What follows belongs to an exercise in optimizing a design on an open flow for small area; a production flow would make more cautious choices. The RTL was checked by simulation tests, not by an equivalence proof against the original design. Power figures rest on the tool's default switching activity, not on a simulated workload.

==> design/flow/run.sh <==
#!/bin/bash
# synth_recipe.tcl (not shown) runs the flow's synth.tcl, then flattens the netlist and writes it again
# the make line also repeats each setting of config.mk as NAME=value (left out here)
make -C /OpenROAD-flow-scripts/flow DESIGN_CONFIG=/design/flow/config.mk WORK_HOME=/design/flow/orfs CLKGATE_MAP_FILE= SYNTH_SCRIPT=/design/flow/synth_recipe.tcl finish
==> design/flow/config.mk <==
export PLATFORM = sky130hd
export DESIGN_NAME = AXI_LITE_UART
export DESIGN_NICKNAME = AXI_LITE_UART
export VERILOG_FILES = /design/flow/design.v
export SDC_FILE = /design/flow/constraint.sdc
export NUM_CORES = 4
export LEC_CHECK = 0
export CAP_MARGIN = 20
export CORE_MARGIN = 2
export CORE_UTILIZATION = 40
export PLACE_DENSITY = 0.6
export SLEW_MARGIN = 20
==> design/flow/constraint.sdc <==
create_clock -name core_clock -period 10.0 [get_ports {clk}]
set_input_delay 2.0000 -clock core_clock [delete_from_list [all_inputs] [get_ports {clk}]]
set_output_delay 2.0000 -clock core_clock [all_outputs]
set_load 0.01 [all_outputs]
==> design/flow/design.v <==
`timescale 1ns/1ps
module BAUDGEN (
	input			clk,
	input			a_resetn,
	input		[3:0]	baudrate,
	output	wire		b_tick
);
	reg [9:0] cnt;
	reg [9:0] presc;
	always @(*) begin
		case (baudrate)
			4'h1:	 presc = 10'd324;
			4'h2:	 presc = 10'd216;
			4'h3:	 presc = 10'd162;
			4'h4:	 presc = 10'd107;
			4'h5:	 presc = 10'd80;
			4'h6:	 presc = 10'd53;
			4'h7:	 presc = 10'd26;
			4'h8:	 presc = 10'd12;
			4'h9:	 presc = 10'd10;
			4'ha:	 presc = 10'd6;
			default: presc = 10'd650;
		endcase
	end
	assign b_tick = (cnt == presc);
	always @(posedge clk or negedge a_resetn)
		if (!a_resetn) cnt <= 10'd0;
		else cnt <= (cnt < presc) ? cnt + 10'd1 : 10'd0;
endmodule
`timescale 1ns/1ps
module UART_RX (
	input			clk,
	input			a_resetn,
	input			b_tick,
	input		[4:0]	ph,
	input			rx,
	input		[1:0]	parity,
	input			rd,
	output	reg	[7:0]	rx_byte,
	output	wire		empty,
	output	wire		full
);
	localparam [3:0] S_IDLE = 4'd0, S_START = 4'd1, S_D0 = 4'd2, S_D7 = 4'd9, S_PAR = 4'd10, S_STOP = 4'd11;
	reg [3:0] st;
	reg [3:0] cnt;
	reg [7:0] sh;
	reg acc;
	reg ok;
	reg done;
	wire bit_end = b_tick && (cnt == 4'd15);
	wire in_data = (st >= S_D0) && (st <= S_D7);
	always @(posedge clk or negedge a_resetn) begin
		if (!a_resetn) begin
			st <= S_IDLE;
			cnt <= 4'd8;
			done <= 1'b0;
			ok <= 1'b0;
		end else begin
			done <= (st == S_STOP) && bit_end && rx && ok;
			if (st == S_IDLE) begin
				cnt <= 4'd8;
				if (!rx) st <= S_START;
			end else if (b_tick) begin
				cnt <= cnt + 4'd1;
				if (cnt == 4'd15) begin
					if (st == S_D7) st <= (parity != 2'b00) ? S_PAR : S_STOP;
					else if (st == S_STOP) st <= S_IDLE;
					else st <= st + 4'd1;
				end
			end
			if ((st == S_D7) && bit_end) ok <= 1'b1;
			else if ((st == S_PAR) && bit_end) begin
				if (parity == 2'b01) ok <= acc ^ rx;
				else if (parity == 2'b10) ok <= !(acc ^ rx);
			end
		end
	end
	always @(posedge clk) begin
		if (st == S_IDLE) acc <= 1'b0;
		else if (in_data && bit_end) acc <= acc ^ rx;
		if (in_data && bit_end) sh <= {rx, sh[7:1]};
	end
	reg [4:0] head, tail;
	reg e;
	reg pend;	 
	reg [7:0] hbyte;	 
	wire one = (head == tail);
	wire [4:0] tail_inc = tail + 5'd1;
	wire [4:0] head_inc = head + 5'd1;
	assign empty = e;
	assign full = !e && (tail_inc == head);
	wire push = done && !full;
	wire pop = rd && !e;
	wire we = pend && (ph == tail);
	always @(posedge clk or negedge a_resetn) begin
		if (!a_resetn) begin
			head <= 5'd0;
			tail <= 5'd31;
			e <= 1'b1;
			pend <= 1'b0;
			rx_byte <= 8'd0;
		end else begin
			if (push) tail <= tail_inc;
			if (pop) head <= head_inc;
			if (push) e <= 1'b0;
			else if (pop && one) e <= 1'b1;
			if (push) pend <= 1'b1;
			else if (we) pend <= 1'b0;
			if (pop) rx_byte <= (pend && one) ? sh : hbyte;
		end
	end
	reg [255:0] ring;	 
	wire [7:0] din = we ? sh : ring[255 -: 8];
	always @(posedge clk)
		ring <= {ring[247:0], din};
	wire [127:0] taps;
	genvar j;
	generate for (j = 0; j < 16; j = j + 1) begin : g_tap
		if (j == 0) assign taps[7:0] = din;
		else assign taps[8*j +: 8] = ring[16*j-8 +: 8];
	end endgenerate
	wire [4:0] next_head = pop ? head_inc : head;
	wire [4:0] dpos = ph - next_head;
	always @(posedge clk)
		if (!dpos[0]) hbyte <= taps[8*dpos[4:1] +: 8];
endmodule
`timescale 1ns/1ps
module UART_TX (
	input			clk,
	input			a_resetn,
	input			b_tick,
	input		[2:0]	ph,
	input			wr,
	input		[7:0]	w_data,
	input		[1:0]	parity,
	output	wire	[7:0]	tx_byte,
	output	wire		empty,
	output	wire		full,
	output	reg		tx
);
	reg [4:0] head, tail;	 
	reg e;
	wire pop;
	wire [4:0] tail_inc = tail + 5'd1;
	wire [4:0] tail_dec = tail - 5'd1;
	wire one = (head == tail);
	assign empty = e;
	assign full = !e && (tail_inc == head);
	wire push = wr && !full;
	always @(posedge clk or negedge a_resetn) begin
		if (!a_resetn) begin
			head <= 5'd0;
			tail <= 5'd31;
			e <= 1'b1;
		end else begin
			if (push) tail <= tail_inc;
			if (pop) head <= head + 5'd1;
			if (push) e <= 1'b0;
			else if (pop && one) e <= 1'b1;
		end
	end
	reg [7:0] hold_a, hold_b;
	always @(posedge clk or negedge a_resetn) begin
		if (!a_resetn) begin
			hold_a <= 8'd0;
			hold_b <= 8'd0;
		end else if (push) begin
			if (tail_inc[0]) hold_b <= w_data;
			else hold_a <= w_data;
		end
	end
	assign tx_byte = tail[0] ? hold_b : hold_a;
	wire [4:0] slot_a = tail[0] ? tail_dec : tail;
	wire [4:0] slot_b = tail[0] ? tail : tail_dec;
	reg [255:0] ring;	 
	wire [31:0] din;	 
	genvar k;
	generate for (k = 0; k < 4; k = k + 1) begin : g_ring
		wire [4:0] slot = k[0] ? slot_b : slot_a;
		wire we = (slot[1:0] == k) && (ph == slot[4:2]);
		assign din[8*k +: 8] = we ? (k[0] ? hold_b : hold_a) : ring[64*k+56 +: 8];
		always @(posedge clk)
			ring[64*k +: 64] <= {ring[64*k +: 56], din[8*k +: 8]};
	end endgenerate
	wire pass = (ph == head[4:2]);
	wire [7:0] head_byte = din[8*head[1:0] +: 8];
	localparam [3:0] S_IDLE = 4'd0, S_START = 4'd1, S_D0 = 4'd2, S_D7 = 4'd9, S_PAR = 4'd10, S_STOP = 4'd11;
	reg [3:0] st;
	reg [3:0] cnt;
	reg get;
	reg [7:0] data;
	reg [1:0] pbuf;
	reg pbit;
	assign pop = get;
	wire bit_end = b_tick && (cnt == 4'd15);
	wire in_data = (st >= S_D0) && (st <= S_D7);
	wire cap = (st == S_IDLE) || (st == S_STOP) || get;
	always @(posedge clk or negedge a_resetn) begin
		if (!a_resetn) begin
			st <= S_IDLE;
			cnt <= 4'd0;
			get <= 1'b0;
			tx <= 1'b1;
		end else begin
			get <= (st == S_IDLE) && b_tick && !e;
			if (st == S_IDLE) begin
				if (b_tick && !e) st <= S_START;
			end else if (b_tick) begin
				cnt <= cnt + 4'd1;
				if (cnt == 4'd15) begin
					if (st == S_D7) st <= (pbuf != 2'b00) ? S_PAR : S_STOP;
					else if (st == S_STOP) st <= S_IDLE;
					else st <= st + 4'd1;
				end
			end
			case (st)
				S_START: tx <= 1'b0;
				S_PAR:	 tx <= (pbuf == 2'b11) ? tx : pbit;
				default: tx <= in_data ? data[0] : 1'b1;
			endcase
		end
	end
	always @(posedge clk) begin
		if (st == S_IDLE) pbuf <= parity;
		if (st == S_START) pbit <= (pbuf == 2'b01);
		else if (in_data && bit_end) pbit <= pbit ^ data[0];
		if (cap && (pass || one)) data <= pass ? head_byte : tx_byte;
		else if (in_data && bit_end) data <= {1'b0, data[7:1]};
	end
endmodule
`timescale 1ns/1ps
module AXI_LITE_UART(
	input			clk,
	input			a_resetn,
	input		[15:0]	S_AXI_LITE_awaddr,
	input			S_AXI_LITE_awvalid,
	output	wire		S_AXI_LITE_awready,
	input		[31:0]	S_AXI_LITE_wdata,
	input		[3:0]	S_AXI_LITE_wstrb,
	input			S_AXI_LITE_wvalid,
	output	wire		S_AXI_LITE_wready,
	output	wire	[1:0]	S_AXI_LITE_bresp,
	output	wire		S_AXI_LITE_bvalid,
	input			S_AXI_LITE_bready,
	input		[15:0]	S_AXI_LITE_araddr,
	input			S_AXI_LITE_arvalid,
	output	wire		S_AXI_LITE_arready,
	output	reg	[31:0]	S_AXI_LITE_rdata,
	output	wire	[1:0]	S_AXI_LITE_rresp,
	output	wire		S_AXI_LITE_rvalid,
	input			S_AXI_LITE_rready,
	output	wire		Tx,
	input			Rx,
	output	wire		uart_interrupt
);
	localparam [1:0] W_IDLE = 2'b00, W_AW = 2'b01, W_W = 2'b11, W_B = 2'b10;
	reg [1:0] ws;
	reg [1:0] wcode;	 
	always @(posedge clk or negedge a_resetn) begin
		if (!a_resetn)
			ws <= W_IDLE;
		else case (ws)
			W_IDLE:	ws <= W_AW;
			W_AW:	if (S_AXI_LITE_awvalid) ws <= W_W;
			W_W:	if (S_AXI_LITE_wvalid) ws <= W_B;
			W_B:	if (S_AXI_LITE_bready) ws <= W_IDLE;
		endcase
	end
	wire aw_ok = (S_AXI_LITE_awaddr[15:4] == 12'd0) && (S_AXI_LITE_awaddr[1:0] == 2'd0);
	always @(posedge clk)
		if (ws != W_W)
			wcode <= aw_ok ? S_AXI_LITE_awaddr[3:2] : 2'b01;
	assign S_AXI_LITE_awready = (ws == W_AW) && S_AXI_LITE_awvalid;
	assign S_AXI_LITE_wready  = (ws == W_W) && S_AXI_LITE_wvalid;
	assign S_AXI_LITE_bvalid  = (ws == W_B);
	assign S_AXI_LITE_bresp   = 2'b00;
	wire wr_tx   = S_AXI_LITE_wvalid && (wcode == 2'b00);
	wire wr_baud = S_AXI_LITE_wvalid && (wcode == 2'b10);
	wire wr_par  = S_AXI_LITE_wvalid && (wcode == 2'b11);
	localparam [1:0] R_IDLE = 2'b00, R_AR = 2'b01, R_AR2 = 2'b11, R_R = 2'b10;
	reg [1:0] rs;
	reg [2:0] rcode;	 
	always @(posedge clk or negedge a_resetn) begin
		if (!a_resetn)
			rs <= R_IDLE;
		else case (rs)
			R_IDLE:	rs <= S_AXI_LITE_arvalid ? R_AR2 : R_AR;
			R_AR:	if (S_AXI_LITE_arvalid) rs <= R_R;
			R_AR2:	rs <= R_R;
			R_R:	if (S_AXI_LITE_rready) rs <= R_IDLE;
		endcase
	end
	wire ar_ok = (S_AXI_LITE_araddr[15:5] == 11'd0) && (S_AXI_LITE_araddr[1:0] == 2'd0) &&
		     (!S_AXI_LITE_araddr[4] || S_AXI_LITE_araddr[3:2] == 2'd0);
	always @(posedge clk)
		if (rs != R_R)
			rcode <= ar_ok ? S_AXI_LITE_araddr[4:2] : 3'b111;
	assign S_AXI_LITE_arready = rs[0] && S_AXI_LITE_arvalid;
	assign S_AXI_LITE_rvalid  = (rs == R_R);
	assign S_AXI_LITE_rresp   = 2'b00;
	wire rd_rx = S_AXI_LITE_arvalid && (rs != R_AR2) && (S_AXI_LITE_araddr == 16'h0004);
	reg [3:0] baudrate;
	reg [1:0] parity;
	wire [7:0] tx_byte, rx_byte;
	wire tx_full, tx_empty, rx_full, rx_empty;
	always @(posedge clk or negedge a_resetn) begin
		if (!a_resetn) begin
			baudrate <= 4'd0;
			parity <= 2'd0;
		end else begin
			if (wr_baud) baudrate <= S_AXI_LITE_wdata[3:0];
			if (wr_par) parity <= S_AXI_LITE_wdata[1:0];
		end
	end
	always @(*) begin
		case (rcode)
			3'd0:	 S_AXI_LITE_rdata = {24'd0, tx_byte};
			3'd1:	 S_AXI_LITE_rdata = {24'd0, rx_byte};
			3'd2:	 S_AXI_LITE_rdata = {28'd0, baudrate};
			3'd3:	 S_AXI_LITE_rdata = {30'd0, parity};
			3'd4:	 S_AXI_LITE_rdata = {28'd0, tx_full, tx_empty, rx_full, rx_empty};
			default: S_AXI_LITE_rdata = 32'd0;
		endcase
	end
	assign uart_interrupt = !rx_empty;
	wire b_tick;
	BAUDGEN baudgen_inst(
		.clk(clk),
		.a_resetn(a_resetn),
		.baudrate(baudrate),
		.b_tick(b_tick)
	);
	reg [4:0] ph;
	always @(posedge clk or negedge a_resetn)
		if (!a_resetn) ph <= 5'd0;
		else ph <= ph + 5'd1;
	UART_TX uart_tx_inst(
		.clk(clk),
		.a_resetn(a_resetn),
		.b_tick(b_tick),
		.ph(ph[2:0]),
		.wr(wr_tx),
		.w_data(S_AXI_LITE_wdata[7:0]),
		.parity(parity),
		.tx_byte(tx_byte),
		.empty(tx_empty),
		.full(tx_full),
		.tx(Tx)
	);
	UART_RX uart_rx_inst(
		.clk(clk),
		.a_resetn(a_resetn),
		.b_tick(b_tick),
		.ph(ph),
		.rx(Rx),
		.parity(parity),
		.rd(rd_rx),
		.rx_byte(rx_byte),
		.empty(rx_empty),
		.full(rx_full)
	);
endmodule
==> qor.yml, run 1 <==
synthArstFlopShare: 0.144
status: "timing/DRC/antenna clean"
crit_path_top_delay_cell: "dfstp_2"
vdd_drop_max_v: 0.000132
critPathArrivalTime_ps: 4460
r2r_cells: 12
clockRootBuffer: "clkbuf_16"
port_buffers: 62
finalPower_mw: 5.37
yosys_warnings: 4
initial_core_util: 0.405
gp_congestion: 0.780
period_share: 0.646
synth_edf_count: 32
clk_pin_slew_ps: 70
die_x_um: 229
end_kind: "output pin"
post_cts_resized: 0
area_growth_pct: 16.3
rows: 82
avgSynthCellArea_um2: 13.0
max_freq_mhz: 155
maxCapViolCount: 0
grt_overflow: 0
required_ps: 8000
cts.sinks: 637
via_per_inst: 4.80
clock_path_buffers: 3
worstSetupEndpoint: "S_AXI_LITE_rdata[3]"
hold_depth: 0
crit_chain: "inv_1 -> ha_1 -> xor2_1 -> or3_1 -> nor4_2 -> a31oi_1 -> o221ai_1 -> clkdlybuf4s50_1"
worst_clock_skew_ps: 44.9
cts_setup_buffers: 0
post-route-cell-area_um2: 23600
syn_inst: 1560
initialDrtViolationCount: 610
wl_um: 38200
cts_hold_buf: 0
worstMarginPinSlew_ps: 1210
min_period_ps: 6460
die_area_um2: 52500
worst_setup_path_start_kind: "flip-flop"
crit_buf_inv: 2
path_class: "flip-flop to output pin"
grt_use_total: 0.146
ios: 119
cts_tree: "done"
cp_num_cells: 8
critPathTopFamily: "simple AND/OR/NAND/NOR gates"
worstSkewPairLatency_ps: 630
rr_endpoint: "uart_rx_inst.hbyte[1]"
antenna_found_initial: 0
largestRegisters: "uart_rx_inst.ring (256), uart_tx_inst.ring (256), baudgen_inst.cnt (10)"
via_count: 11300
first_pass_iters: 5
grt_max_degree: 53
finalSetupViolations: 0
rr_startpoint: "rs[1]"
tns_ps: 0
wire_per_inst_um: 16.2
die_h_um: 229
grt_first_pass_wirelength_um: 61300
grt_pass1_vias: 11200
worst-r2r-setup-slack_ps: 5670
slowest_delay_ps: 820
cp-startpoint: "uart_tx_inst.tail[0]"
relSlewSlack: 0.193
core_um2: 50100
numCtsBuffers: 60
synthFlopType: "dfxtp_1"
utilization: 0.471
drtAntennaViolNets: 0
hold_viol: 0
synth.cell_area_um2: 20300
cellLeakagePower_nw: 9.60
slew_violations: 0
drive_above_1_share: 0.148
ys_ff_latch: 637
p_per_area_nw_per_um2: 228
fill_cells: 4533
hpwl_um: 24700
post-route-drc-count: 0
path_max_fanout: 18
synth_seq_area_share: 0.669
synth_cell_types: 76
final_nets: 1753
htree_levels: 2
dpl_cell_area_um2: 21500
n_antenna_cell: 0
hp-class: "flip-flop to flip-flop"
rsz0062_at_grt: "no"
[cell type report]
class                   count  area, um2  area share
clock inverters            27        318      0.0135
multi-input cells         820       6210       0.264
well taps                 672        841      0.0357
flip-flops and latches    637      13600       0.575
clock buffers              84       1780      0.0753
repair buffers             75        723      0.0307
inverters                  38        143     0.00605
[kinds of logic (layout without fill, tap and decap cells)]
kind of cell | after synthesis | after routing | share of synthesized area
adder cells (fa/ha/maj) | 45 | 45 | 0.0281
flip-flops | 637 | 637 | 0.669
AO/OA/AOI/OAI | 201 | 201 | 0.0715
multiplexers | 127 | 127 | 0.0769
AND/OR/NAND/NOR | 347 | 347 | 0.0928
buffers and inverters | 130 | 224 | 0.0308
other | 1 | 28 | 0.000185
XOR/XNOR | 72 | 72 | 0.0311
[cell usage in the layout, fill, tap and decap left out, types with 9 or more instances in the layout]
master and count:
xor2_1 30, nand2_1 95, nor3b_1 14, nor2_1 52, conb_1 28, clkbuf_8 12
nor4_1 15, mux2i_1 41, nand3_1 33, dfrtp_1 78, a21boi_0 18, ha_1 44
buf_4 13, nor2b_1 22, clkinv_2 9, clkbuf_1 9, nand4_1 13, and3_1 18
clkbuf_16 63, o21ai_0 40, inv_1 38, mux2_2 69, nand2b_1 24, dfstp_2 14
o22ai_1 9, edfxtp_1 32, xnor2_1 41, nor3_1 17, mux4_2 16, a21oi_1 41
clkdlybuf4s50_1 61, o31ai_1 11, dfxtp_1 513
[power by group]
group	switching [mW]	internal (mW)	leakage [nW]
Sequential	0.0681	2.64	5.64
Clock	0.968	1.35	1.02
Combinational	0.184	0.157	2.94
Total	1.22	4.15	9.60
[metal layers]
metal  up-vias  part of all wire  GRT usage
li1       5514                 -          -
met1      5534              0.48      0.202
met2       185              0.45      0.228
met3        72             0.044     0.0315
met4         0             0.026     0.0517
met5         -                 0          0
[Yosys cell counts, types with 33 or more instances]
cell type,instances,share of area
clkbuf_1,43,0.0080
mux2i_1,41,0.020
mux2_2,69,0.038
dfrtp_1,78,0.096
dfxtp_1,513,0.51
nor2_1,52,0.0096
inv_1,38,0.0070
nand2_1,95,0.018
a21oi_1,41,0.010
xnor2_1,42,0.018
o21ai_0,40,0.0099
nand3_1,33,0.0081
ha_1,44,0.027
[stage by stage]
stage / instances / worst slack, ps / hold slack [ps]
global placement: 2241 / 3430 / 310
CTS: 2352 / 3510 / 274
finish: 2353 / 3540 / 284
global route: 2353 / 3330 / 296
floorplan: 1587 / 4400 / 310
detailed placement: 2241 / 3380 / 312
[how the worst min path moves through the flow]
stage | startpoint | endpoint | slack, ps
after floorplan | uart_rx_inst.ring[96] | uart_rx_inst.ring[104] | 310
after global placement | uart_tx_inst.ring[210] | uart_tx_inst.ring[218] | 310
after detailed placement | uart_rx_inst.ring[146] | uart_rx_inst.ring[154] | 310
after CTS | uart_tx_inst.ring[158] | uart_tx_inst.ring[166] | 270
after global routing | uart_tx_inst.ring[29] | uart_tx_inst.ring[37] | 300
final | uart_tx_inst.ring[158] | uart_tx_inst.ring[166] | 280
==> run 2: changes to the inputs <==
--- a/design/flow/design.v
+++ b/design/flow/design.v
@@ -32,7 +32,6 @@
 	input			clk,
 	input			a_resetn,
 	input			b_tick,
-	input		[4:0]	ph,
 	input			rx,
 	input		[1:0]	parity,
 	input			rd,
@@ -80,28 +79,27 @@
 		else if (in_data && bit_end) acc <= acc ^ rx;
 		if (in_data && bit_end) sh <= {rx, sh[7:1]};
 	end
-	reg [4:0] head, tail;
+	reg [4:0] hp, tp;
 	reg e;
 	reg pend;	 
 	reg [7:0] hbyte;	 
-	wire one = (head == tail);
-	wire [4:0] tail_inc = tail + 5'd1;
-	wire [4:0] head_inc = head + 5'd1;
+	wire one = (hp == tp);
+	wire [4:0] hp_inc = hp + 5'd1;
 	assign empty = e;
-	assign full = !e && (tail_inc == head);
+	assign full = !e && (hp_inc == tp);
 	wire push = done && !full;
 	wire pop = rd && !e;
-	wire we = pend && (ph == tail);
+	wire we = pend && (tp == 5'd0);
 	always @(posedge clk or negedge a_resetn) begin
 		if (!a_resetn) begin
-			head <= 5'd0;
-			tail <= 5'd31;
+			hp <= 5'd0;
+			tp <= 5'd1;
 			e <= 1'b1;
 			pend <= 1'b0;
 			rx_byte <= 8'd0;
 		end else begin
-			if (push) tail <= tail_inc;
-			if (pop) head <= head_inc;
+			if (!pop) hp <= hp_inc;
+			if (!push) tp <= tp + 5'd1;
 			if (push) e <= 1'b0;
 			else if (pop && one) e <= 1'b1;
 			if (push) pend <= 1'b1;
@@ -119,17 +117,14 @@
 		if (j == 0) assign taps[7:0] = din;
 		else assign taps[8*j +: 8] = ring[16*j-8 +: 8];
 	end endgenerate
-	wire [4:0] next_head = pop ? head_inc : head;
-	wire [4:0] dpos = ph - next_head;
 	always @(posedge clk)
-		if (!dpos[0]) hbyte <= taps[8*dpos[4:1] +: 8];
+		if (hp[0] == pop) hbyte <= taps[8*hp[4:1] +: 8];
 endmodule
 `timescale 1ns/1ps
 module UART_TX (
 	input			clk,
 	input			a_resetn,
 	input			b_tick,
-	input		[2:0]	ph,
 	input			wr,
 	input		[7:0]	w_data,
 	input		[1:0]	parity,
@@ -138,52 +133,51 @@
 	output	wire		full,
 	output	reg		tx
 );
-	reg [4:0] head, tail;	 
+	reg [1:0] hk, tk;	 
+	reg [2:0] hd, td;
 	reg e;
 	wire pop;
-	wire [4:0] tail_inc = tail + 5'd1;
-	wire [4:0] tail_dec = tail - 5'd1;
-	wire one = (head == tail);
+	wire [2:0] hd_inc = hd + 3'd1;
+	wire [2:0] td_inc = td + 3'd1;
+	wire one = (hk == tk) && (hd == td);
 	assign empty = e;
-	assign full = !e && (tail_inc == head);
+	assign full = !e && (hk == tk + 2'd1) && (td == ((tk == 2'd3) ? hd_inc : hd));
 	wire push = wr && !full;
 	always @(posedge clk or negedge a_resetn) begin
 		if (!a_resetn) begin
-			head <= 5'd0;
-			tail <= 5'd31;
+			hk <= 2'd0;
+			hd <= 3'd0;
+			tk <= 2'd3;
+			td <= 3'd1;
 			e <= 1'b1;
 		end else begin
-			if (push) tail <= tail_inc;
-			if (pop) head <= head + 5'd1;
+			if (pop) hk <= hk + 2'd1;
+			if (!(pop && hk == 2'd3)) hd <= hd_inc;
+			if (push) tk <= tk + 2'd1;
+			if (!(push && tk == 2'd3)) td <= td_inc;
 			if (push) e <= 1'b0;
 			else if (pop && one) e <= 1'b1;
 		end
 	end
 	reg [7:0] hold_a, hold_b;
-	always @(posedge clk or negedge a_resetn) begin
-		if (!a_resetn) begin
-			hold_a <= 8'd0;
-			hold_b <= 8'd0;
-		end else if (push) begin
-			if (tail_inc[0]) hold_b <= w_data;
-			else hold_a <= w_data;
-		end
-	end
-	assign tx_byte = tail[0] ? hold_b : hold_a;
-	wire [4:0] slot_a = tail[0] ? tail_dec : tail;
-	wire [4:0] slot_b = tail[0] ? tail : tail_dec;
+	always @(posedge clk)
+		if (push && tk[0]) hold_a <= w_data;
+	always @(posedge clk or negedge a_resetn)
+		if (!a_resetn) hold_b <= 8'd0;
+		else if (push && !tk[0]) hold_b <= w_data;
+	assign tx_byte = tk[0] ? hold_b : hold_a;
 	reg [255:0] ring;	 
 	wire [31:0] din;	 
 	genvar k;
 	generate for (k = 0; k < 4; k = k + 1) begin : g_ring
-		wire [4:0] slot = k[0] ? slot_b : slot_a;
-		wire we = (slot[1:0] == k) && (ph == slot[4:2]);
+		wire we = (k == 3) ? ((tk == 2'd3 && td == 3'd0) || (tk == 2'd0 && td == 3'd7))
+				   : ((tk == k || tk == k + 1) && td == 3'd0);
 		assign din[8*k +: 8] = we ? (k[0] ? hold_b : hold_a) : ring[64*k+56 +: 8];
 		always @(posedge clk)
 			ring[64*k +: 64] <= {ring[64*k +: 56], din[8*k +: 8]};
 	end endgenerate
-	wire pass = (ph == head[4:2]);
-	wire [7:0] head_byte = din[8*head[1:0] +: 8];
+	wire pass = (hd == 3'd0);
+	wire [7:0] head_byte = din[8*hk +: 8];
 	localparam [3:0] S_IDLE = 4'd0, S_START = 4'd1, S_D0 = 4'd2, S_D7 = 4'd9, S_PAR = 4'd10, S_STOP = 4'd11;
 	reg [3:0] st;
 	reg [3:0] cnt;
@@ -330,15 +324,10 @@
 		.baudrate(baudrate),
 		.b_tick(b_tick)
 	);
-	reg [4:0] ph;
-	always @(posedge clk or negedge a_resetn)
-		if (!a_resetn) ph <= 5'd0;
-		else ph <= ph + 5'd1;
 	UART_TX uart_tx_inst(
 		.clk(clk),
 		.a_resetn(a_resetn),
 		.b_tick(b_tick),
-		.ph(ph[2:0]),
 		.wr(wr_tx),
 		.w_data(S_AXI_LITE_wdata[7:0]),
 		.parity(parity),
@@ -351,7 +340,6 @@
 		.clk(clk),
 		.a_resetn(a_resetn),
 		.b_tick(b_tick),
-		.ph(ph),
 		.rx(Rx),
 		.parity(parity),
 		.rd(rd_rx),
--- a/design/flow/config.mk
+++ b/design/flow/config.mk
@@ -8,5 +8,8 @@
 export CAP_MARGIN = 20
 export CORE_MARGIN = 2
 export CORE_UTILIZATION = 40
+export CTS_BUF_LIST = sky130_fd_sc_hd__clkbuf_16
+export CTS_CLUSTER_DIAMETER = 70
+export CTS_CLUSTER_SIZE = 25
 export PLACE_DENSITY = 0.6
 export SLEW_MARGIN = 20
==> qor.yml, run 2 <==
post_cts_resized: 0  # unchanged
cts_tree: "done"
slowest_delay_ps: 830  # about the same
final_nets: 1497  # -15%
status: "timing/DRC/antenna clean"
synth_cell_types: 67  # -12%
initialDrtViolationCount: 444  # -27%
post-synth-top-count-cell: "dfxtp_1"
hp-class: "flip-flop to flip-flop"
n_antenna_cell: 0  # unchanged
crit_chain: "inv_1 -> ha_1 -> xor2_1 -> nor3_1 -> o211ai_2 -> o22ai_1 -> clkdlybuf4s50_1"
yosys.area.top_type_share: 0.545  # +0.0383
die_h_um: 221  # -3.5%
required_ps: 8000  # about the same
cts.sinks: 632  # -0.78%
initial_core_util: 0.405  # about the same
synth_compound_area_frac: 0.0521  # -0.0194
drive_above_1_share: 0.128  # -0.0198
drtAntennaViolNets: 0  # unchanged
grt_use_total: 0.127  # -0.0192
core_um2: 46600  # -7.0%
grt_pass1_vias: 9335  # -17%
synth_seq_area_share: 0.714  # +0.0456
worst_clock_skew_ps: 23.8  # -21.1 ps
final_common_cell: "dfxtp_1"
synthArstFlopShare: 0.125  # -0.0194
path_max_fanout: 13  # -5
synth_edf_count: 40  # +25%
tns_ps: 0  # unchanged
fin_cells: 2002  # -15%
relSlewSlack: 0.330  # +0.137
worstMarginPinSlew_ps: 1000  # -205 ps
syn_inst: 1316  # -16%
critPathArrivalTime_ps: 3500  # -960 ps
synthMuxAreaShare: 0.0932  # +0.0163
clk_pin_slew_ps: 100  # +30 ps
synthFlopType: "dfxtp_1"
crit_path_top_delay_cell: "dfstp_2"
worstSkewPairLatency_ps: 600  # -30 ps
hpwl_um: 20400  # -17%
cellLeakagePower_nw: 8.51  # -11%
rsz0062_at_grt: "no"
yosys.area.top_type: "dfxtp_1"
slew_violations: 0  # unchanged
clockRootBuffer: "clkbuf_16"
min_period_ps: 5500  # -962 ps
finalPower_mw: 4.39  # -18%
synth.cell_area_um2: 18800  # -7.0%
die_area_um2: 48900  # -6.9%
avgSynthCellArea_um2: 14.3  # +10%
numCtsBuffers: 31  # -48%
final_cell_mix: "dfxtp_1 (513), mux2_2 (76), dfrtp_1 (70), clkdlybuf4s50_1 (61), inv_1 (55)"
htree_levels: 1  # -1
ys_top_cells_by_count: "dfxtp_1 (513), mux2_2 (76), dfrtp_1 (71)"
yosys_warnings: 4  # unchanged
area_growth_pct: 10.9
synth_xor_area_frac: 0.0235  # -0.00761
grt_overflow: 0  # unchanged
maxCapViolCount: 0  # unchanged
p_per_area_nw_per_um2: 210  # -7.8%
hold_viol: 0  # unchanged
largestRegisters: "uart_rx_inst.ring (256), uart_tx_inst.ring (256), baudgen_inst.cnt (10)"
synthSimpleGateAreaFrac: 0.0578  # -0.0351
clock_path_buffers: 3  # unchanged
ios: 119  # unchanged
synth_adder_area_share: 0.0299  # +0.00173
wire_per_inst_um: 15.6  # -3.7%
end_kind: "output pin"
synth_area_leaders: "dfxtp_1 (54%), dfrtp_1 (9.4%), edfxtp_1 (6.4%), mux2_2 (4.5%), ha_1 (3.0%)"
dpl.cell_count: 1950  # -13%
path_class: "flip-flop to output pin"
via_count: 9215  # -18%
via_per_inst: 4.60  # -4.2%
die_x_um: 221  # -3.5%
rows: 79  # -3.7%
gp_congestion: 0.766  # -1.8%
wl_um: 31300  # -18%
worst_setup_path_start_kind: "flip-flop"
grt_max_degree: 73  # +38%
synth_top_family_by_area: "multiplexers"
finalSetupViolations: 0  # unchanged
ys_ff_latch: 632  # -0.78%
cts_hold_buf: 0  # unchanged
grt_first_pass_wirelength_um: 50500  # -18%
cts_setup_buffers: 0  # unchanged
antenna_found_initial: 0  # unchanged
post-route-drc-count: 0  # unchanged
vdd_drop_max_v: 0.000216  # +64%
max_freq_mhz: 182  # +17%
period_share: 0.550  # -0.0962
first_pass_iters: 4  # -1
port_buffers: 62  # unchanged
## run 2: cell count changes after synthesis, sizes merged, moves of 15 or more
cell and delta:
nor2 -16, a21oi -20, clkbuf -25, xnor2 -18, nand2 -46, o41ai -15, nand3 -15, a21boi -16
## run 2: layer usage
| layer | part of all wire | up-vias | global-route usage |
|---|---|---|---|
| met1 | 0.49 | 4477 | 0.178 |
| li1 | - | 4590 | - |
| met4 | 0.022 | 0 | 0.0338 |
| met3 | 0.027 | 50 | 0.0190 |
| met5 | 0 | - | 0 |
| met2 | 0.46 | 98 | 0.207 |
## run 2: critical path: cells and delay by family (launching register included)
| family | cells | cell delay (ps) |
|---|---|---|
| AO/OA/AOI/OAI | 2 | 530 |
| XOR/XNOR | 1 | 150 |
| adder cells (fa/ha/maj) | 1 | 370 |
| buffers and inverters | 2 | 770 |
| flip-flops | 1 | 830 |
| AND/OR/NAND/NOR | 1 | 230 |
## run 2: cell families (layout without fill, tap and decap cells)
family,after synthesis,after routing
other cells,1,28
flops,632,632
xor+xnor,49,49
compound gates,135,135
fa+ha+maj,45,45
mux,136,136
simple gates,208,208
buf+inv,110,162
## run 2: per-stage QoR
stage               setup WS [ps]  utilization  hold slack [ps]  instance area [um2]
floorplan                    5780            -              310                18900
detailed placement           4760        0.429              312                20000
finish                       4500        0.449              316                20900
CTS                          4530        0.449              316                20900
global route                 4360        0.449              325                20900
global placement             4770        0.429              310                20000
## run 2: cell type report
class	count	area (um2)
fill	4099	25600
clock inverter	21	159
tap	607	759
sequential	632	13500
clock buffer	31	776
inverter	44	165
multi-input combinational	601	4940
timing repair buffer	66	652
## run 2: final timing paths
kind,from,cells after the start,slack (ps),endpoint
setup / recovery,uart_tx_inst.tk[0],7,4500,S_AXI_LITE_rdata[3]
hold / removal,uart_rx_inst.ring[160],0,320,uart_rx_inst.ring[168]
setup reg to reg,baudrate[0],9,6440,uart_rx_inst.sh[5]
hold reg to reg,uart_rx_inst.ring[160],0,320,uart_rx_inst.ring[168]
max in group asynchronous,a_resetn,2,7860,uart_rx_inst.hp[1]
min in group asynchronous,a_resetn,1,1200,uart_rx_inst.st[0]
## run 2: power breakdown
part	switching [mW]	internal, mW
sequential	0.0747	2.61
combinational	0.167	0.161
clock	0.780	0.605
==> run 3: changes to the inputs <==
--- a/design/flow/design.v
+++ b/design/flow/design.v
@@ -39,7 +39,7 @@
 	output	wire		empty,
 	output	wire		full
 );
-	localparam [3:0] S_IDLE = 4'd0, S_START = 4'd1, S_D0 = 4'd2, S_D7 = 4'd9, S_PAR = 4'd10, S_STOP = 4'd11;
+	localparam [3:0] S_PAR = 4'd0, S_STOP = 4'd1, S_IDLE = 4'd2, S_START = 4'd7, S_D7 = 4'd15;
 	reg [3:0] st;
 	reg [3:0] cnt;
 	reg [7:0] sh;
@@ -47,13 +47,12 @@
 	reg ok;
 	reg done;
 	wire bit_end = b_tick && (cnt == 4'd15);
-	wire in_data = (st >= S_D0) && (st <= S_D7);
+	wire in_data = st[3];
 	always @(posedge clk or negedge a_resetn) begin
 		if (!a_resetn) begin
 			st <= S_IDLE;
 			cnt <= 4'd8;
 			done <= 1'b0;
-			ok <= 1'b0;
 		end else begin
 			done <= (st == S_STOP) && bit_end && rx && ok;
 			if (st == S_IDLE) begin
@@ -62,16 +61,17 @@
 			end else if (b_tick) begin
 				cnt <= cnt + 4'd1;
 				if (cnt == 4'd15) begin
-					if (st == S_D7) st <= (parity != 2'b00) ? S_PAR : S_STOP;
-					else if (st == S_STOP) st <= S_IDLE;
+					if (st == S_D7 && parity == 2'b00) st <= S_STOP;
 					else st <= st + 4'd1;
 				end
 			end
-			if ((st == S_D7) && bit_end) ok <= 1'b1;
-			else if ((st == S_PAR) && bit_end) begin
-				if (parity == 2'b01) ok <= acc ^ rx;
-				else if (parity == 2'b10) ok <= !(acc ^ rx);
-			end
+		end
+	end
+	always @(posedge clk) begin
+		if ((st == S_D7) && bit_end) ok <= 1'b1;
+		else if ((st == S_PAR) && bit_end) begin
+			if (parity == 2'b01) ok <= acc ^ rx;
+			else if (parity == 2'b10) ok <= !(acc ^ rx);
 		end
 	end
 	always @(posedge clk) begin
@@ -178,7 +178,7 @@
 	end endgenerate
 	wire pass = (hd == 3'd0);
 	wire [7:0] head_byte = din[8*hk +: 8];
-	localparam [3:0] S_IDLE = 4'd0, S_START = 4'd1, S_D0 = 4'd2, S_D7 = 4'd9, S_PAR = 4'd10, S_STOP = 4'd11;
+	localparam [3:0] S_PAR = 4'd0, S_STOP = 4'd1, S_IDLE = 4'd2, S_START = 4'd7, S_D7 = 4'd15;
 	reg [3:0] st;
 	reg [3:0] cnt;
 	reg get;
@@ -187,7 +187,7 @@
 	reg pbit;
 	assign pop = get;
 	wire bit_end = b_tick && (cnt == 4'd15);
-	wire in_data = (st >= S_D0) && (st <= S_D7);
+	wire in_data = st[3];
 	wire cap = (st == S_IDLE) || (st == S_STOP) || get;
 	always @(posedge clk or negedge a_resetn) begin
 		if (!a_resetn) begin
@@ -202,8 +202,7 @@
 			end else if (b_tick) begin
 				cnt <= cnt + 4'd1;
 				if (cnt == 4'd15) begin
-					if (st == S_D7) st <= (pbuf != 2'b00) ? S_PAR : S_STOP;
-					else if (st == S_STOP) st <= S_IDLE;
+					if (st == S_D7 && pbuf == 2'b00) st <= S_STOP;
 					else st <= st + 4'd1;
 				end
 			end
==> design/flow/flow/run.sh (new file) <==
#!/bin/bash
# The standard layout (standard.sh), with two changes:
#  - the port buffers are the smallest buffer cell (buf_1) instead of the one
#    buffer_ports picks by default;
#  - clock tree synthesis does not add dummy loads.
# make's full output goes to layout.log; ORFS keeps each step's log under orfs/logs.
set -euo pipefail
export BUFFER_PORTS_ARGS="-buffer_cell sky130_fd_sc_hd__buf_1"
export CTS_ARGS="-sink_clustering_enable -repair_clock_nets -sink_clustering_size 25 -sink_clustering_max_diameter 70 -buf_list sky130_fd_sc_hd__clkbuf_16 -dont_use_dummy_load"
bash standard.sh > layout.log 2>&1
==> design/flow/standard.sh (new file) <==
#!/bin/bash
# synth_recipe.tcl (not shown) runs the flow's synth.tcl, then flattens the netlist and writes it again
# the make line also repeats each setting of config.mk as NAME=value (left out here)
make -C /OpenROAD-flow-scripts/flow DESIGN_CONFIG=/design/flow/config.mk WORK_HOME=/design/flow/orfs CLKGATE_MAP_FILE= SYNTH_SCRIPT=/design/flow/synth_recipe.tcl "${@:-finish}"
removed: design/flow/run.sh
==> qor.yml, run 3 <==
clk_pin_slew_ps: 100  # about the same
core_um2: 46600  # unchanged
cellLeakagePower_nw: 8.28  # -2.7%
use_met2: 0.209  # +0.00192
crit_path_top_delay_cell: "buf_4"
use_met1: 0.190  # +0.0127
grtUsageMet3: 0.0208  # +0.00186
first_pass_iters: 5  # +1
synth_edf_count: 40  # unchanged
numCtsBuffers: 31  # unchanged
critPathArrivalTime_ps: 3650  # +150 ps
final_common_cell: "dfxtp_1"
path_max_fanout: 46  # +33
dp_slack_ps: 4970  # +216 ps
clockRootBuffer: "clkbuf_16"
post-synth-top-count-cell: "dfxtp_1"
worst_slack_ps: 4350  # -151 ps
rows: 79  # unchanged
die_area_um2: 48900  # +0.16%
dpl_cell_area_um2: 19600  # -1.6%
die_h_um: 221  # about the same
synth_seq_area_share: 0.713  # -0.00127
yosys.area.top_type_share: 0.545  # about the same
worst_clock_skew_ps: 54.4  # +30.7 ps
grt_busiest_layer: "met2"
ys_ff_latch: 632  # unchanged
yosys.area.top_type: "dfxtp_1"
crit_buf_inv: 2  # unchanged
worst_setup_path_start_kind: "flip-flop"
grt_pass1_vias: 9535  # +2.1%
end_kind: "output pin"
avgSynthCellArea_um2: 14.1  # -1.3%
whs_ps: 298  # -17.6 ps
finalPower_mw: 4.19  # -4.5%
hp-class: "flip-flop to flip-flop"
power_frac_seq: 0.631  # +0.021
via_per_inst: 4.72  # +2.5%
final_nets: 1521  # +1.6%
cts.sinks: 632  # unchanged
largestRegisters: "uart_rx_inst.ring (256), uart_tx_inst.ring (256), baudgen_inst.cnt (10)"
post-route-cell-area_um2: 20400  # -2.4%
p_per_area_nw_per_um2: 205  # -2.2%
drtAntennaViolNets: 0  # unchanged
ys_top_cells_by_count: "dfxtp_1 (514), mux2_2 (71), dfrtp_1 (68)"
htree_levels: 1  # unchanged
synth.cell_area_um2: 18900  # +0.16%
finalSetupViolations: 0  # unchanged
cts_tree: "done"
path_class: "flip-flop to output pin"
grt_use_total: 0.132  # +0.00482
synthArstFlopShare: 0.123  # -0.00158
antenna_found_initial: 0  # unchanged
relSlewSlack: 0.356  # +0.0256
slew_violations: 0  # unchanged
crit_chain: "buf_4 -> ha_1 -> nand3_2 -> a2111oi_4 -> o211ai_2 -> or3_1 -> a21oi_1 -> buf_1"
required_ps: 8000  # about the same
worstMarginPinSlew_ps: 963  # -38.3 ps
drive_above_1_share: 0.113  # -0.0152
swShare: 0.224  # -0.00799
grt_first_pass_wirelength_um: 52100  # +3.0%
power_frac_clock: 0.303  # -0.012
max_freq_mhz: 177  # -2.7%
cts_hold_buf: 0  # unchanged
yosys_warnings: 4  # unchanged
die_x_um: 221  # about the same
cts_setup_buffers: 0  # unchanged
hpwl_um: 21800  # +7.2%
critPathTopFamily: "compound AO/OA/AOI/OAI gates"
synth_cell_types: 77  # +15%
comb_power_share: 0.066  # -0.009
post_cts_resized: 0  # unchanged
post-route-drc-count: 0  # unchanged
switching_power_uw: 941  # -7.8%
slowest_delay_ps: 630  # -200 ps
grt_max_degree: 69  # -5.5%
initialDrtViolationCount: 433  # -2.5%
worstSkewPairLatency_ps: 600  # about the same
via_count: 9455  # +2.6%
p_int_mw: 3.25  # -3.6%
ios: 119  # unchanged
rsz0062_at_grt: "no"
syn_inst: 1335  # +1.4%
hold_viol: 0  # unchanged
gp_congestion: 0.818  # +6.8%
n_antenna_cell: 0  # unchanged
maxCapViolCount: 0  # unchanged
min_period_ps: 5650  # +151 ps
status: "timing/DRC/antenna clean"
final_cell_mix: "dfxtp_1 (514), mux2_2 (71), dfrtp_1 (67), buf_1 (61), ha_1 (46)"
area_growth_pct: 8.16
wire_per_inst_um: 16.3  # +4.5%
grt_overflow: 0  # unchanged
initial_core_util: 0.405  # +0.000645
period_share: 0.565  # +0.0151
port_buffers: 62  # unchanged
vdd_drop_max_v: 0.000216  # +0.31%
synthFlopType: "dfxtp_1"
tns_ps: 0  # unchanged
clock_path_buffers: 3  # unchanged
synth_area_leaders: "dfxtp_1 (55%), dfrtp_1 (9.0%), edfxtp_1 (6.4%), mux2_2 (4.2%), ha_1 (3.0%)"
wl_um: 32700  # +4.6%
-- run 3: cell families after synthesis --
group,after synthesis,synth area share
multiplexers,124,0.0818
AND/OR/NAND/NOR,207,0.0607
flip-flops,632,0.713
XOR/XNOR,49,0.0227
adder cells (fa/ha/maj),46,0.0305
buffers and inverters,104,0.0276
AO/OA/AOI/OAI,172,0.0636
other,1,0.000199
-- run 3: worst reg2reg max path, delay by kind of cell, from the launching register on --
family                     cells  cell delay, ps
DFF                            1             540
buffers and inverters          1             150
and+or+nand+nor                6            1590
muxes                          1              70
adders and majority gates      2             590
-- run 3: routing by layer --
| metal | up-vias | wire, um |
|---|---|---|
| met4 | 0 | 632 |
| li1 | 4664 | - |
| met2 | 115 | 14500 |
| met5 | - | 0 |
| met1 | 4637 | 16600 |
| met3 | 39 | 998 |
-- run 3: cell type report --
class,instances,area (um2)
clock buffer,31,776
fill,4200,26100
inverter,42,158
multi-input combinational,626,5000
sequential,632,13500
tap,607,759
timing repair buffer,66,267
-- run 3: power by group through the flow --
stage	combinational, mW	clock, mW	sequential (mW)
after floorplan	0.213	0	2.68
after global placement	0.271	0	2.71
after detailed placement	0.277	0	2.71
after CTS	0.279	1.31	2.65
after global routing	0.313	1.40	2.66
final	0.277	1.27	2.65
-- run 3: path summary, 6_finish.rpt --
kind | from | to | slack [ps] | cells after the start
min in group asynchronous | a_resetn | uart_rx_inst.cnt[0] | 1270 | 1
min | uart_rx_inst.ring[183] | uart_rx_inst.ring[191] | 300 | 0
max in group asynchronous | a_resetn | uart_rx_inst.hp[1] | 7550 | 2
max reg2reg | baudrate[1] | uart_tx_inst.data[4] | 6710 | 10
max | uart_rx_inst.hp[1] | S_AXI_LITE_rdata[1] | 4350 | 8
min reg2reg | uart_rx_inst.ring[183] | uart_rx_inst.ring[191] | 300 | 0
-- run 3: per-stage QoR --
step	std cells	util
6_report	2004	0.439
3_3_place_gp	1973	0.422
2_1_floorplan	1362	-
5_1_grt	2004	0.439
4_1_cts	2004	0.439
3_5_place_dp	1973	0.422
==> run 4: changes to the inputs <==
--- a/design/flow/design.v
+++ b/design/flow/design.v
@@ -83,6 +83,8 @@
 	reg e;
 	reg pend;	 
 	reg [7:0] hbyte;	 
+	reg hv;
+	reg rdl;	 
 	wire one = (hp == tp);
 	wire [4:0] hp_inc = hp + 5'd1;
 	assign empty = e;
@@ -90,12 +92,29 @@
 	wire push = done && !full;
 	wire pop = rd && !e;
 	wire we = pend && (tp == 5'd0);
+	reg [255:0] ring;	 
+	wire [7:0] din = we ? sh : ring[255 -: 8];
+	always @(posedge clk)
+		ring <= {ring[247:0], din};
+	wire [63:0] taps;
+	genvar j;
+	generate for (j = 0; j < 8; j = j + 1) begin : g_tap
+		if (j == 0) assign taps[7:0] = din;
+		else assign taps[8*j +: 8] = ring[32*j-8 +: 8];
+	end endgenerate
+	wire [2:0] sel = hp[4:2] + {2'b00, hp[1:0] == 2'b11};
+	wire [7:0] tap = taps[8*sel +: 8];
+	wire head_at_tap = (hp[1:0] == 2'b00);
+	wire next_at_tap = (hp[1:0] == 2'b01);
+	wire last_at_tap = (hp[1:0] == 2'b11);
 	always @(posedge clk or negedge a_resetn) begin
 		if (!a_resetn) begin
 			hp <= 5'd0;
 			tp <= 5'd1;
 			e <= 1'b1;
 			pend <= 1'b0;
+			hv <= 1'b0;
+			rdl <= 1'b0;
 			rx_byte <= 8'd0;
 		end else begin
 			if (!pop) hp <= hp_inc;
@@ -104,21 +123,21 @@
 			else if (pop && one) e <= 1'b1;
 			if (push) pend <= 1'b1;
 			else if (we) pend <= 1'b0;
-			if (pop) rx_byte <= (pend && one) ? sh : hbyte;
+			if (pop) hv <= next_at_tap;
+			else if (head_at_tap) hv <= 1'b1;
+			if (pop) begin
+				if (pend && one) rx_byte <= sh;
+				else if (hv) rx_byte <= hbyte;
+				else if (head_at_tap) rx_byte <= tap;
+				rdl <= !(pend && one) && !hv && !head_at_tap;
+			end else if (rdl && last_at_tap) begin
+				rx_byte <= tap;
+				rdl <= 1'b0;
+			end
 		end
 	end
-	reg [255:0] ring;	 
-	wire [7:0] din = we ? sh : ring[255 -: 8];
-	always @(posedge clk)
-		ring <= {ring[247:0], din};
-	wire [127:0] taps;
-	genvar j;
-	generate for (j = 0; j < 16; j = j + 1) begin : g_tap
-		if (j == 0) assign taps[7:0] = din;
-		else assign taps[8*j +: 8] = ring[16*j-8 +: 8];
-	end endgenerate
 	always @(posedge clk)
-		if (hp[0] == pop) hbyte <= taps[8*hp[4:1] +: 8];
+		if (pop ? next_at_tap : head_at_tap) hbyte <= tap;
 endmodule
 `timescale 1ns/1ps
 module UART_TX (
==> qor.yml, run 4 <==
ys_top_cells_by_count: "dfxtp_1 (514), dfrtp_1 (70), mux2_2 (67)"
maxCapViolCount: 0  # unchanged
crit_chain: "ha_1 -> ha_1 -> buf_4 -> xor2_1 -> nor4_1 -> nand3_1 -> nor3_1 -> a31oi_1 -> o22ai_1 -> buf_1"
grt_first_pass_wirelength_um: 47500  # -8.7%
crit_buf_inv: 2  # unchanged
drive_above_1_share: 0.109  # -0.00390
utilization: 0.441  # +0.00254
cts.sinks: 634  # +0.32%
critPathArrivalTime_ps: 3110  # -540 ps
grt_overflow: 0  # unchanged
path_class: "flip-flop to output pin"
p_per_area_nw_per_um2: 219  # +6.8%
crit_top_cell: "ha_1"
cts_hold_buf: 0  # unchanged
finalSetupViolations: 0  # unchanged
fin_cells: 1992  # -0.60%
ios: 119  # unchanged
antenna_found_initial: 0  # unchanged
post-route-drc-count: 0  # unchanged
n_antenna_cell: 0  # unchanged
die_area_um2: 48100  # -1.8%
crit_path_top_delay_cell: "dfrtp_1"
clock_path_buffers: 3  # unchanged
synthArstFlopShare: 0.126  # +0.00277
wl_met1_um: 15500  # -6.8%
worst_slack_ps: 4890  # +534 ps
rows: 78  # -1.3%
wire_per_inst_um: 15.0  # -8.3%
worst_clock_skew_ps: 42.1  # -12.3 ps
synth_seq_area_share: 0.729  # +0.0160
post_cts_resized: 0  # unchanged
final_nets: 1520  # -0.066%
grt_use_total: 0.125  # -0.00746
required_ps: 8000  # about the same
min_period_ps: 5110  # -534 ps
yosys_warnings: 4  # unchanged
initialDrtViolationCount: 431  # -0.46%
synth_cell_types: 60  # -22%
drtAntennaViolNets: 0  # unchanged
grt_pass1_vias: 8840  # -7.3%
cp-startpoint: "uart_rx_inst.hp[0]"
max_freq_mhz: 196  # +10%
die_x_um: 219  # -0.91%
status: "timing/DRC/antenna clean"
worstMarginPinSlew_ps: 913  # -49.6 ps
clk_pin_slew_ps: 80  # -20 ps
initial_core_util: 0.407  # +0.00111
slowest_delay_ps: 450  # -180 ps
synth.cell_area_um2: 18500  # -1.8%
synthFlopType: "dfxtp_1"
dp_slack_ps: 5440  # +466 ps
path_max_fanout: 34  # -26%
slew_violations: 0  # unchanged
worstSkewPairLatency_ps: 600  # about the same
post-route-cell-area_um2: 20100  # -1.5%
hold_viol: 0  # unchanged
syn_inst: 1320  # -1.1%
ys_ff_latch: 634  # +0.32%
first_pass_iters: 4  # -1
final_common_cell: "dfxtp_1"
finalPower_mw: 4.41  # +5.2%
hpwl_um: 20200  # -7.3%
dr_wl_met3_um: 815  # -18%
rr_startpoint: "baudrate[0]"
tns_ps: 0  # unchanged
cts_tree: "done"
clockRootBuffer: "clkbuf_16"
area_growth_pct: 8.49
cellLeakagePower_nw: 8.08  # -2.5%
via_per_inst: 4.50  # -4.7%
critPathTopFamily: "buffers and inverters"
fill_cells: 4095  # -2.5%
post-synth-top-count-cell: "dfxtp_1"
top_layer: "met4"
whs_ps: 311  # +13.1 ps
wl_met2_um: 12900  # -11%
port_buffers: 62  # unchanged
largestRegisters: "uart_rx_inst.ring (256), uart_tx_inst.ring (256), baudgen_inst.cnt (10)"
synth_area_leaders: "dfxtp_1 (56%), dfrtp_1 (9.5%), edfxtp_1 (6.5%), mux2_2 (4.1%), ha_1 (3.4%)"
relSlewSlack: 0.391  # +0.0354
dpl_cell_area_um2: 19300  # -1.6%
end_kind: "output pin"
yosys.area.top_type_share: 0.555  # +0.0102
numCtsBuffers: 31  # unchanged
synth_edf_count: 40  # unchanged
hp-start: "uart_tx_inst.ring[139]"
yosys.area.top_type: "dfxtp_1"
dpl.cell_count: 1961  # -0.61%
gp_congestion: 0.787  # -3.8%
final_cell_mix: "dfxtp_1 (514), dfrtp_1 (70), mux2_2 (67), buf_1 (61), nand2_1 (57)"
grt_max_degree: 56  # -19%
avgSynthCellArea_um2: 14.0  # -0.72%
via_count: 8961  # -5.2%
htree_levels: 1  # unchanged
rsz0062_at_grt: "no"
cts_setup_buffers: 0  # unchanged
die_h_um: 219  # -0.91%
vdd_drop_max_v: 0.000212  # -2.2%
core_um2: 45600  # -2.1%
wl_um: 29800  # -8.9%
worst_setup_path_start_kind: "flip-flop"
period_share: 0.511  # -0.0534
hp-class: "flip-flop to flip-flop"
-- run 4: cell count changes after synthesis, moves of 7 or more --
cell	change
mux2_4	+8
nand2_1	+14
nor2_1	+9
buf_2	-9
mux4_2	-8
o31a_1	+7
o211ai_1	-12
inv_1	+10
o22ai_1	+9
a22oi_1	-16
o32a_1	-7
o21ai_0	+9
-- run 4: path summary, 6_finish.rpt --
check                                           to  slack, ps  depth (start not counted)
max in group asynchronous       uart_tx_inst.hk[1]       7530                          2
min                         uart_tx_inst.ring[147]        310                          0
max                            S_AXI_LITE_rdata[1]       4890                         10
min reg2reg                 uart_tx_inst.ring[147]        310                          0
min in group asynchronous  uart_rx_inst.rx_byte[0]       1340                          1
max reg2reg                   uart_tx_inst.data[2]       6660                          9
-- run 4: logic make-up (layout without fill, tap and decap cells) --
logic type / after synthesis / in the layout / share of synthesized area
adders and majority gates: 50 / 50 / 0.0338
xor gates and xnor gates: 49 / 49 / 0.0232
muxes: 124 / 124 / 0.0797
AOI/OAI and AO/OA: 147 / 147 / 0.0500
and+or+nand+nor: 208 / 208 / 0.0551
buffers and inverters: 107 / 152 / 0.0292
other: 1 / 28 / 0.000202
DFF: 634 / 634 / 0.729
-- run 4: cell type report --
class | count | area, um2 | area share
inverters | 51 | 191 | 0.00952
multi-input cells | 606 | 4580 | 0.228
repair buffers | 70 | 294 | 0.0146
clock buffers | 31 | 776 | 0.0386
well taps | 600 | 751 | 0.0373
flip-flops and latches | 634 | 13500 | 0.672
-- run 4: routing by layer --
metal	GRT usage	vias up
li1	-	4520
met1	0.180	4321
met2	0.195	81
met3	0.0200	39
met4	0.0318	0
met5	0	-
-- run 4: report_power, final --
group	switching [mW]	internal (mW)
registers	0.0843	2.70
logic	0.197	0.157
clock network	0.718	0.550
total	1.00	3.41
==> run 5: changes to the inputs <==
--- a/design/flow/design.v
+++ b/design/flow/design.v
@@ -187,27 +187,30 @@
 	assign tx_byte = tk[0] ? hold_b : hold_a;
 	reg [255:0] ring;	 
 	wire [31:0] din;	 
+	wire busy;
 	genvar k;
 	generate for (k = 0; k < 4; k = k + 1) begin : g_ring
-		wire we = (k == 3) ? ((tk == 2'd3 && td == 3'd0) || (tk == 2'd0 && td == 3'd7))
-				   : ((tk == k || tk == k + 1) && td == 3'd0);
-		assign din[8*k +: 8] = we ? (k[0] ? hold_b : hold_a) : ring[64*k+56 +: 8];
+		wire we_new = (tk == k) && (td == 3'd0) && !(busy && full);
+		wire we_old = (k == 3) ? (tk == 2'd0 && td == 3'd7) : (tk == k + 1 && td == 3'd0);
+		assign din[8*k +: 8] = (we_new || we_old) ? (k[0] ? hold_b : hold_a) : ring[64*k+56 +: 8];
 		always @(posedge clk)
 			ring[64*k +: 64] <= {ring[64*k +: 56], din[8*k +: 8]};
 	end endgenerate
-	wire pass = (hd == 3'd0);
-	wire [7:0] head_byte = din[8*hk +: 8];
 	localparam [3:0] S_PAR = 4'd0, S_STOP = 4'd1, S_IDLE = 4'd2, S_START = 4'd7, S_D7 = 4'd15;
 	reg [3:0] st;
 	reg [3:0] cnt;
 	reg get;
-	reg [7:0] data;
+	reg nbit;	 
 	reg [1:0] pbuf;
 	reg pbit;
 	assign pop = get;
+	assign busy = (st != S_IDLE);
 	wire bit_end = b_tick && (cnt == 4'd15);
 	wire in_data = st[3];
-	wire cap = (st == S_IDLE) || (st == S_STOP) || get;
+	wire [1:0] sk = hk - 2'd1;
+	wire spass = (hk == 2'd0) ? (hd == 3'd7) : (hd == 3'd0);
+	wire [7:0] sbyte = din[8*sk +: 8];
+	wire [2:0] nidx = st[2:0] + 3'd1;	 
 	always @(posedge clk or negedge a_resetn) begin
 		if (!a_resetn) begin
 			st <= S_IDLE;
@@ -228,16 +231,16 @@
 			case (st)
 				S_START: tx <= 1'b0;
 				S_PAR:	 tx <= (pbuf == 2'b11) ? tx : pbit;
-				default: tx <= in_data ? data[0] : 1'b1;
+				default: tx <= in_data ? ((cnt == 4'd0) ? nbit : tx) : 1'b1;
 			endcase
 		end
 	end
 	always @(posedge clk) begin
 		if (st == S_IDLE) pbuf <= parity;
 		if (st == S_START) pbit <= (pbuf == 2'b01);
-		else if (in_data && bit_end) pbit <= pbit ^ data[0];
-		if (cap && (pass || one)) data <= pass ? head_byte : tx_byte;
-		else if (in_data && bit_end) data <= {1'b0, data[7:1]};
+		else if (in_data && bit_end) pbit <= pbit ^ tx;
+		if (((st == S_START && !get) || (in_data && cnt != 4'd0)) && spass)
+			nbit <= sbyte[nidx];
 	end
 endmodule
 `timescale 1ns/1ps
==> qor.yml, run 5 <==
post-route-drc-count: 0  # unchanged
ys_top_cells_by_count: "dfxtp_1 (514), nand2_1 (76), dfrtp_1 (70)"
critPathArrivalTime_ps: 3510  # +400 ps
synth_cell_types: 79  # +32%
yosys.area.top_type: "dfxtp_1"
maxCapViolCount: 0  # unchanged
grt_max_degree: 57  # +1.8%
vdd_drop_max_v: 0.000139  # -34%
worst_clock_skew_ps: 67.2  # +25.0 ps
worst_setup_path_start_kind: "flip-flop"
use_met1: 0.179  # -0.00105
hpwl_um: 21100  # +4.4%
numCtsBuffers: 36  # +16%
p_int_mw: 3.33  # -2.4%
end_kind: "output pin"
via_per_inst: 4.57  # +1.6%
via_count: 9114  # +1.7%
path_max_fanout: 14  # -59%
synth_edf_count: 33  # -18%
switching_power_uw: 925  # -7.5%
min_period_ps: 5510  # +397 ps
yosys_warnings: 4  # unchanged
final_nets: 1525  # +0.33%
synth.cell_area_um2: 18300  # -1.0%
synthFlopType: "dfxtp_1"
power_frac_seq: 0.617  # -0.015
status: "timing/DRC/antenna clean"
clk_pin_slew_ps: 90  # about the same
grt_overflow: 0  # unchanged
relSlewSlack: 0.323  # -0.0682
avgSynthCellArea_um2: 13.9  # -0.85%
period_share: 0.551  # +0.0397
die_h_um: 218  # -0.49%
synthArstFlopShare: 0.128  # +0.00141
required_ps: 8000  # about the same
clockRootBuffer: "clkbuf_16"
whs_ps: 273  # -38.3 ps
p_per_area_nw_per_um2: 212  # -3.4%
hp-class: "flip-flop to flip-flop"
first_pass_iters: 4  # unchanged
drtAntennaViolNets: 0  # unchanged
worstMarginPinSlew_ps: 1010  # +100 ps
grt_first_pass_wirelength_um: 49000  # +3.1%
post-synth-top-count-cell: "dfxtp_1"
rsz0062_at_grt: "no"
crit_chain: "inv_1 -> ha_1 -> xor2_1 -> or3_1 -> a211oi_2 -> a21oi_1 -> o21ai_0 -> buf_1"
core_um2: 45300  # -0.64%
gp_congestion: 0.773  # -1.7%
n_antenna_cell: 0  # unchanged
initialDrtViolationCount: 459  # +6.5%
clock_path_buffers: 3  # unchanged
finalSetupViolations: 0  # unchanged
power_frac_clock: 0.322  # +0.034
drive_above_1_share: 0.106  # -0.00310
yosys.area.top_type_share: 0.561  # +0.00561
grt_pass1_vias: 9049  # +2.4%
slew_violations: 0  # unchanged
post_cts_resized: 0  # unchanged
port_buffers: 62  # unchanged
use_met2: 0.213  # +0.0187
rows: 78  # unchanged
antenna_found_initial: 1  # +1
synth_area_leaders: "dfxtp_1 (56%), dfrtp_1 (9.5%), edfxtp_1 (5.4%), mux2_2 (3.6%), ha_1 (3.5%)"
cts_setup_buffers: 0  # unchanged
htree_levels: 2  # +1
synth_seq_area_share: 0.725  # -0.00410
comb_power_share: 0.061  # -0.019
final_common_cell: "dfxtp_1"
initial_core_util: 0.405  # -0.00146
wl_um: 30500  # +2.4%
area_growth_pct: 9.37
cellLeakagePower_nw: 8.06  # -0.21%
wire_per_inst_um: 15.3  # +2.3%
max_freq_mhz: 182  # -7.2%
grt_use_total: 0.131  # +0.00675
grtUsageMet3: 0.0217  # +0.00175
cts_hold_buf: 0  # unchanged
ios: 119  # unchanged
cts.sinks: 627  # -1.1%
die_x_um: 218  # -0.49%
path_class: "flip-flop to output pin"
crit_path_top_delay_cell: "dfstp_2"
worstSkewPairLatency_ps: 550  # -50 ps
slowest_delay_ps: 770  # +320 ps
syn_inst: 1318  # -0.15%
die_area_um2: 47600  # -0.98%
ys_ff_latch: 627  # -1.1%
cts_tree: "done"
swShare: 0.217  # -0.00935
hold_viol: 0  # unchanged
tns_ps: 0  # unchanged
final_cell_mix: "dfxtp_1 (514), nand2_1 (76), dfrtp_1 (70), buf_1 (61), mux2_2 (59)"
largestRegisters: "uart_rx_inst.ring (256), uart_tx_inst.ring (256), baudgen_inst.cnt (10)"
grt_busiest_layer: "met2"
## run 5: kinds of logic (layout without fill, tap and decap cells)
kind of cell	after synthesis	in the layout	synth area share
other cells	1	28	0.000204
flops	627	627	0.725
buf+inv	102	152	0.0278
simple gates	248	248	0.0655
fa+ha+maj	52	52	0.0355
mux	103	103	0.0717
compound gates	136	136	0.0512
xor+xnor	49	49	0.0234
## run 5: path summary, 6_finish.rpt
path                                   startpoint                      to  slack, ps  cells after the start
hold reg to reg            uart_rx_inst.ring[114]  uart_rx_inst.ring[122]        270                      0
hold / removal             uart_rx_inst.ring[114]  uart_rx_inst.ring[122]        270                      0
min in group asynchronous                a_resetn      uart_rx_inst.st[3]       1420                      1
setup reg to reg               uart_tx_inst.tk[0]       uart_tx_inst.nbit       5580                     11
setup / recovery               uart_tx_inst.tk[0]     S_AXI_LITE_rdata[3]       4490                      8
max in group asynchronous                a_resetn      uart_tx_inst.hd[0]       7440                      2
## run 5: final cells by class
cell class	count	area [um2]
fillers	4128	25200
clock buffers	36	901
repair buffers	70	294
multi-input cells	616	4650
well taps	600	751
flip-flops and latches	627	13300
inverters	46	173
## run 5: power by group through the flow
stage / Sequential, mW / Combinational (mW) / Clock [mW]
3_3_place_gp: 2.68 / 0.254 / 0
2_1_floorplan: 2.66 / 0.201 / 0
5_1_grt: 2.63 / 0.296 / 1.51
6_report: 2.63 / 0.259 / 1.37
3_5_place_dp: 2.68 / 0.263 / 0
4_1_cts: 2.63 / 0.265 / 1.42
## run 5: through the flow
stage / utilization / total power, mW / area (um2) / worst slack [ps] / std cells
6_report: 0.443 / 4.25 / 20100 / 4490 / 1995
4_1_cts: 0.443 / 4.31 / 20100 / 4420 / 1995
3_3_place_gp: 0.423 / 2.93 / 19200 / 4960 / 1958
3_5_place_dp: 0.423 / 2.94 / 19200 / 4960 / 1959
2_1_floorplan: - / 2.86 / 18400 / 5630 / 1345
5_1_grt: 0.443 / 4.44 / 20100 / 4310 / 1995
## run 5: critical path: cells and delay by family (launching register included)
kind | cells | cell delay, ps
XOR/XNOR | 1 | 160
AND/OR/NAND/NOR | 1 | 360
flip-flops | 1 | 770
AO/OA/AOI/OAI | 3 | 1010
adder cells (fa/ha/maj) | 1 | 350
buffers and inverters | 2 | 370
## run 5: routing by layer
metal,wire length (um),vias up
met2,14100,105
met5,0,-
li1,-,4534
met3,852,53
met4,768,0
met1,14800,4422

-- re-timing with driven ports --
How much do the figures lean on ideal ports? The routed layouts below were timed once more, with nothing changed but the port constraints. Step 1 (the two cells are an assumption about what drives the block):
set clk [get_ports {clk}]
set_driving_cell -lib_cell sky130_fd_sc_hd__clkbuf_16 $clk
set_driving_cell -lib_cell sky130_fd_sc_hd__buf_2 [delete_from_list [all_inputs] $clk]
Step 2 times the ports against the registers' clock, not the clock port: input delays grow and output delays shrink by t, the midpoint of the rising clock arrivals with the driver on. a / b / c = ideal ports / drivers / drivers and shift; a / b = the first two.
run | t, ns | setup WS [ns] | worst hold slack (ns)
run 1 | 0.663 | 3.542 / 3.488 / 3.322 | 0.284 / 0.284 / 0.284
run 2 | 0.647 | 4.504 / 4.447 / 4.738 | 0.316 / 0.316 / 0.316
run 3 | 0.626 | 4.353 / 4.304 / 4.930 | 0.298 / 0.298 / 0.298
run 4 | 0.627 | 4.888 / 4.835 / 5.427 | 0.311 / 0.311 / 0.311
run 5 | 0.575 | 4.491 / 4.435 / 5.009 | 0.273 / 0.273 / 0.273
After both steps every run listed still meets setup and hold. The setup slack of run 1, which loses most, moves by -0.054 ns with the drivers and by -0.220 ns with both steps.
